Source: an optimization exercise on an open RTL-to-GDS flow (aim: small area). Production flows keep margins and buffers that such runs may drop. The RTL of this run was laid out without a check of its function. No activity file was given, so power comes from the tool's default toggle rates.

==> flow/design.v <==
module mac(
    input [15:0] in,
    input [15:0] w,
    input [15:0] b,
    output [15:0] out
    );
wire [15:0] d;
assign d = w * in;
assign out = d + b;
endmodule
module register(
    input clk,
    input reset,
    input [15:0] in,
    output [15:0] out
    );
reg [15:0] data;
assign out[15:0] = data[15:0];
always @(posedge clk) begin
	if (reset) begin
		data[15:0] <= 16'b0000000000000000;
	end
	else begin
		data[15:0] <= in[15:0];
	end
end
endmodule
module shift
(
  input clk,
  input [15:0] data_in,
  output [15:0] data_out
);
parameter D = 25;
reg [D-1:0] hr_0; reg [D-1:0] hr_1; reg [D-1:0] hr_2; reg [D-1:0] hr_3;
reg [D-1:0] hr_4; reg [D-1:0] hr_5; reg [D-1:0] hr_6; reg [D-1:0] hr_7;
reg [D-1:0] hr_8; reg [D-1:0] hr_9; reg [D-1:0] hr_10; reg [D-1:0] hr_11;
reg [D-1:0] hr_12; reg [D-1:0] hr_13; reg [D-1:0] hr_14; reg [D-1:0] hr_15;
always @ (posedge clk) begin
  hr_0 [D-1:0] <= {hr_0[D-2:0], data_in[0]};
  hr_1 [D-1:0] <= {hr_1[D-2:0], data_in[1]};
  hr_2 [D-1:0] <= {hr_2[D-2:0], data_in[2]};
  hr_3 [D-1:0] <= {hr_3[D-2:0], data_in[3]};
  hr_4 [D-1:0] <= {hr_4[D-2:0], data_in[4]};
  hr_5 [D-1:0] <= {hr_5[D-2:0], data_in[5]};
  hr_6 [D-1:0] <= {hr_6[D-2:0], data_in[6]};
  hr_7 [D-1:0] <= {hr_7[D-2:0], data_in[7]};
  hr_8 [D-1:0] <= {hr_8[D-2:0], data_in[8]};
  hr_9 [D-1:0] <= {hr_9[D-2:0], data_in[9]};
  hr_10 [D-1:0] <= {hr_10[D-2:0], data_in[10]};
  hr_11 [D-1:0] <= {hr_11[D-2:0], data_in[11]};
  hr_12 [D-1:0] <= {hr_12[D-2:0], data_in[12]};
  hr_13 [D-1:0] <= {hr_13[D-2:0], data_in[13]};
  hr_14 [D-1:0] <= {hr_14[D-2:0], data_in[14]};
  hr_15 [D-1:0] <= {hr_15[D-2:0], data_in[15]};
end
assign data_out[0] = hr_0[D-1]; assign data_out[1] = hr_1[D-1];
assign data_out[2] = hr_2[D-1]; assign data_out[3] = hr_3[D-1];
assign data_out[4] = hr_4[D-1]; assign data_out[5] = hr_5[D-1];
assign data_out[6] = hr_6[D-1]; assign data_out[7] = hr_7[D-1];
assign data_out[8] = hr_8[D-1]; assign data_out[9] = hr_9[D-1];
assign data_out[10] = hr_10[D-1]; assign data_out[11] = hr_11[D-1];
assign data_out[12] = hr_12[D-1]; assign data_out[13] = hr_13[D-1];
assign data_out[14] = hr_14[D-1]; assign data_out[15] = hr_15[D-1];
endmodule
module conv(
    	input clk,
    	input reset,
    	input [15:0] pxl_in,
	output [15:0] pxl_out,
	output [9:0] count,
	output valid
    );
	localparam N = 28;	 
	localparam M = 28;	 
	localparam K = 3; 	 
	wire [15:0] wire_00; wire [15:0] wire_01; wire [15:0] wire_02;
	wire [15:0] wire_10; wire [15:0] wire_11; wire [15:0] wire_12;
	wire [15:0] wire_20; wire [15:0] wire_21; wire [15:0] wire_22;
	wire [15:0] reg_00; wire [15:0] reg_01; wire [15:0] reg_02; wire [15:0] sr_0;
	wire [15:0] reg_10; wire [15:0] reg_11; wire [15:0] reg_12; wire [15:0] sr_1;
	wire [15:0] reg_20; wire [15:0] reg_21; wire [15:0] reg_22;
	localparam [15:0] kernel_00 = -75; localparam [15:0] kernel_01 = 87; localparam [15:0] kernel_02 = -35;
	localparam [15:0] kernel_10 = 51; localparam [15:0] kernel_11 = 21; localparam [15:0] kernel_12 = 29;
	localparam [15:0] kernel_20 = -40; localparam [15:0] kernel_21 = 89; localparam [15:0] kernel_22 = -22;
	mac mac_00(pxl_in, kernel_00, 16'd0, wire_00);
	register r_00(clk, reset, wire_00, reg_00); 
	mac mac_01(pxl_in, kernel_01, reg_00, wire_01); 
	register r_01(clk, reset, wire_01, reg_01); 
	mac mac_02(pxl_in, kernel_02, reg_01, wire_02); 
	register r_02(clk, reset, wire_02, reg_02); 
	shift row_1(clk, reg_02, sr_0);
	mac mac_10(pxl_in, kernel_10, sr_0, wire_10); 
	register r_10(clk, reset, wire_10, reg_10); 
	mac mac_11(pxl_in, kernel_11, reg_10, wire_11); 
	register r_11(clk, reset, wire_11, reg_11); 
	mac mac_12(pxl_in, kernel_12, reg_11, wire_12); 
	register r_12(clk, reset, wire_12, reg_12); 
	shift row_2(clk, reg_12, sr_1);
	mac mac_20(pxl_in, kernel_20, sr_1, wire_20); 
	register r_20(clk, reset, wire_20, reg_20); 
	mac mac_21(pxl_in, kernel_21, reg_20, wire_21); 
	register r_21(clk, reset, wire_21, reg_21); 
	mac mac_22(pxl_in, kernel_22, reg_21, wire_22); 
	register r_22(clk, reset, wire_22, reg_22); 
	assign pxl_out = reg_22;	
	reg [9:0] counter;
	reg temp;
	always @(posedge clk) begin
		if (reset == 1) begin
			temp <= 0;
			counter = 0;
		end else begin
			counter = counter + 1;
			if (counter > ((K-1)*N + (K-1)) && counter < (M*N) + (K-1)) begin
				if ((counter - (K-1)) % N > 1) begin
					temp <= 1;
				end else begin
					temp <= 0;
				end
			end else begin
				temp <= 0; 
			end
		end
	end
	assign count = counter;
	assign valid = temp;
endmodule
==> flow/run.sh <==
#!/bin/bash
# synth_recipe.tcl (not shown) runs the flow's synth.tcl, then flattens the netlist and writes it again
# the make line also repeats each setting of config.mk as NAME=value (left out here)
make -C /OpenROAD-flow-scripts/flow DESIGN_CONFIG=/design/flow/config.mk WORK_HOME=/design/flow/orfs CLKGATE_MAP_FILE= SYNTH_SCRIPT=/design/flow/synth_recipe.tcl finish
==> flow/config.mk <==
export PLATFORM = sky130hd
export DESIGN_NAME = conv
export DESIGN_NICKNAME = conv
export VERILOG_FILES = /design/flow/design.v
export SDC_FILE = /design/flow/constraint.sdc
export NUM_CORES = 4
export LEC_CHECK = 0
export CAP_MARGIN = 20
export CORE_MARGIN = 2
export CORE_UTILIZATION = 40
export SLEW_MARGIN = 20
==> flow/constraint.sdc <==
create_clock -name core_clock -period 7.5 [get_ports {clk}]
set_input_delay 1.5000 -clock core_clock [delete_from_list [all_inputs] [get_ports {clk}]]
set_output_delay 1.5000 -clock core_clock [all_outputs]
set_load 0.01 [all_outputs]
==> impl_metrics.ini <==
[timing]
rsz0062_at_grt = no
fin_skew_ns = 0.0242
period_needed_ns = 6.67
setup_violations = 0
fin_crit_sh_pct = 89.0
hold_violations = 0
relSlewSlack_pct = 42.1
tightest_slew_ns = 0.863
slew_violations = 0
setup-tns-final_ns = 0
clock.fmax_mhz = 150

[setup_path]
rr_worst_depth = 21
cp_max_fo = 8
regToRegStartpoint = counter[1]
arrival_ns = 7.20
crit_path_start_kind = input port
endpoint_kind = flip-flop
critical_path.max_stage_delay_ns = 0.79
worst_ep_required_time_ns = 8.02
r2r_slack_ns = 0.84
critPathLaunch = pxl_in[4]
cp_slowest_cell = clkdlybuf4s50_1
worstReg2RegEnd = temp
critical_path_class = input port to flip-flop

[global_route]
first_global_vias = 20200
grt_use_total_pct = 15.8
grt_overflow = 0
grt_pass1_wl_mm = 114
grt_max_degree = 59
antenna_found_initial = 3

[clock_network]
ctsRootBufferMaster = clkbuf_16
clkLatencyLatePin_ns = 0.65
numCtsBuffers = 92
clock-sinks = 955
clk_path_buf_depth = 3
clk_pin_slew_ns = 0.06
htree_levels = 3
cts_tree = yes

[hold_path]
hold-path-cell-count = 0
hold_class = flip-flop to flip-flop
min_from = row_2.hr_5[15]
holdPathEnd = row_2.hr_5[16]

[detailed_routing]
wl_met1_mm = 33.9
drt_iter0_drc = 873
drtAntennaViolNets = 0
drtPass1Iterations = 5
wl_met3_mm = 3.51
viasPerCell = 4.46
wl_met2_mm = 31.8
highest_layer = met4
vias = 19100
drc = 0
wirelength_mm = 70.7
routedWlPerCell_um = 16.5

[synthesis]
synthArstFlopShare_pct = 0
synth.top_cells.by_area = dfxtp_1 53%, fa_1 16%, ha_1 11%
syn-num-nets = 3527
synth-edff-count = 0
netlist_area_um2 = 36400
yosysSeqAreaShare_pct = 52.6
synth_largest_area_cell = dfxtp_1
yosysUniqueCellTypes = 78
synth_seq_cells = 955
yosysTopAreaCellShare_pct = 52.6
avgSynthCellArea_um2 = 12.6
synth_top_flop_cell = dfxtp_1
synthCells = 2890
yosysWarnings = 3

[floorplanning]
core_um2 = 90000
start_util_pct = 40.4
io_pins = 45
std_cell_rows = 110
die_area_um2 = 93300
die_w_um = 306
die_height_um = 306

[place]
gp_congestion = 0.906
place.port_buffers = 44
place_hpwl_mm = 53.5
dp_cells = 4129

[flow_run]
max-cap-violations = 0

[finish]
area_growth_pct = 14.3
fin_nets = 3684
fin_cells = 4293
drive_gt1_share_pct = 7.38
fill_cells = 8203

[power]
clockPowerShare_pct = 20.4
ir_drop_v = 0.000405
pwr-share-comb_pct = 45.7
power-per-cell-area_nw_per_um2 = 531
p_switching_w = 0.00802
swShare_pct = 36.3
p_seq_share_pct = 33.8
internal_power_w = 0.0141
leakagePower_nw = 18.8

[status]
status = finished clean
power by group through the flow:
stage	combinational, W	sequential [W]	clock [W]
floorplan	0.00771	0.00738	0
global route	0.0116	0.00766	0.00487
CTS	0.0102	0.00752	0.00466
global placement	0.0101	0.00757	0
finish	0.0101	0.00747	0.00451
detailed placement	0.0101	0.00759	0
cells by family (layout without fill, tap and decap cells):
group / Yosys count / count (layout) / synth area share [%]
compound gates: 309 / 309 / 5.66
xor+xnor: 209 / 209 / 5.07
fa+ha+maj: 619 / 619 / 27.2
buf+inv: 467 / 693 / 4.90
flops: 955 / 955 / 52.6
mux: 4 / 4 / 0.127
other cells: 0 / 1 / 0
simple gates: 327 / 327 / 4.43
worst max-delay path: cells and delay by family:
family	cells	cell delay [ns]
fa+ha+maj	8	2.93
buf+inv	6	1.16
compound gates	6	1.09
simple gates	3	0.25
xor+xnor	2	0.25
stage by stage:
stage | hold slack, ns | total power [W] | worst slack, ns | util, % | area, µm²
after floorplan | 0.310 | 0.0151 | 1.09 | - | 36400
after global placement | 0.310 | 0.0176 | 0.173 | 42.8 | 38500
after detailed placement | 0.312 | 0.0177 | 0.125 | 42.8 | 38500
after CTS | 0.314 | 0.0224 | 0.694 | 46.2 | 41600
after global routing | 0.318 | 0.0241 | 0.0696 | 46.2 | 41600
final | 0.309 | 0.0221 | 0.826 | 46.2 | 41600
cells in the final DEF (no fill, tap or decap), types with 25 or more instances in the layout:
cell type	count
xor2_1	25
clkbuf_16	94
clkdlybuf4s50_1	42
xnor2_1	182
inv_1	435
buf_4	47
a21o_1	27
nor2b_1	41
o21ai_0	25
nor2_1	158
ha_1	331
dfxtp_1	955
fa_1	288
o21bai_1	72
a21oi_1	118
nand2_1	25
synth_stat cells, types with 4 or more instances:
master      n
dfxtp_1   955
inv_1     435
ha_1      331
fa_1      288
xnor2_1   182
nor2_1    158
a21oi_1   118
o21bai_1   72
nor2b_1    41
a21o_1     27
nand2_1    25
o21ai_0    25
xor2_1     25
clkbuf_1   19
nor3_1     19
nand3_1    14
and2_1     10
a211oi_1    9
and3_1      9
nor4_1      8
nand2b_1    7
or2_2       6
a31oi_1     5
buf_1       5
or3_1       5
a211o_1     4
buf_2       4
nor3b_1     4
o21a_1      4
final cells by class:
| cell class | count | area [µm²] | share of cell area (%) |
|---|---|---|---|
| Timing Repair Buffer | 94 | 850 | 2.04 |
| Clock inverter | 39 | 414 | 0.996 |
| Antenna cell | 1 | 2.50 | 0.00602 |
| Clock buffer | 124 | 2620 | 6.29 |
| Inverter | 436 | 1640 | 3.94 |
| Sequential cell | 955 | 19100 | 46.0 |
| Multi-Input combinational cell | 1468 | 15500 | 37.2 |
| Tap cell | 1176 | 1470 | 3.54 |
layer usage:
metal / vias up / global-route usage (%)
li1: 9473 / -
met1: 9222 / 22.1
met2: 332 / 24.7
met3: 103 / 3.46
met4: 0 / 4.32
met5: - / 0
worst max-delay path by stage:
stage,slack [ns],to,cells past startpoint
3_5_place_dp,0.13,r_22.data[15],25
3_3_place_gp,0.17,r_22.data[15],25
4_1_cts,0.69,temp,21
2_1_floorplan,1.09,r_22.data[15],24
5_1_grt,0.07,temp,21
6_report,0.83,r_22.data[15],25
repair_timing:
item | 4_1_cts | 5_1_grt
hold buffers | 0 | 0
gates resized for setup | 0 | 1
setup buffers | 0 | 0
endpoints found under the setup margin | 0 | 1
hold endpoints to repair | 0 | 0

==> afterwards: timing with drivers on the ports <==
Ports are ideal in the flow. The routed layout listed here was re-timed in OpenROAD. Step 1: set_driving_cell puts a clkbuf_16 on clk and a buf_2 on each other input, an assumption about the parent block. Step 2 adds t to the input delays and takes it off the output delays; t is the mean of the earliest and latest rising clock arrival at the registers after step 1. Input paths then give back, and output paths get back, about the clock's delay inside the block. Three values: no drivers, after step 1, after step 2; two values: the first two.
shift t [ns]: 0.702
setup WS [ns]: 0.826 / 0.808 / 0.106
clock arrival spread, ns: 0.032 / 0.032
worst register clock-pin slew, ns: 0.07 / 0.07
pins driven straight from the clock port: 1
After both steps setup and hold are still met in this run. The setup slack of this run moves by -0.018 ns with the drivers and by -0.720 ns with both steps.
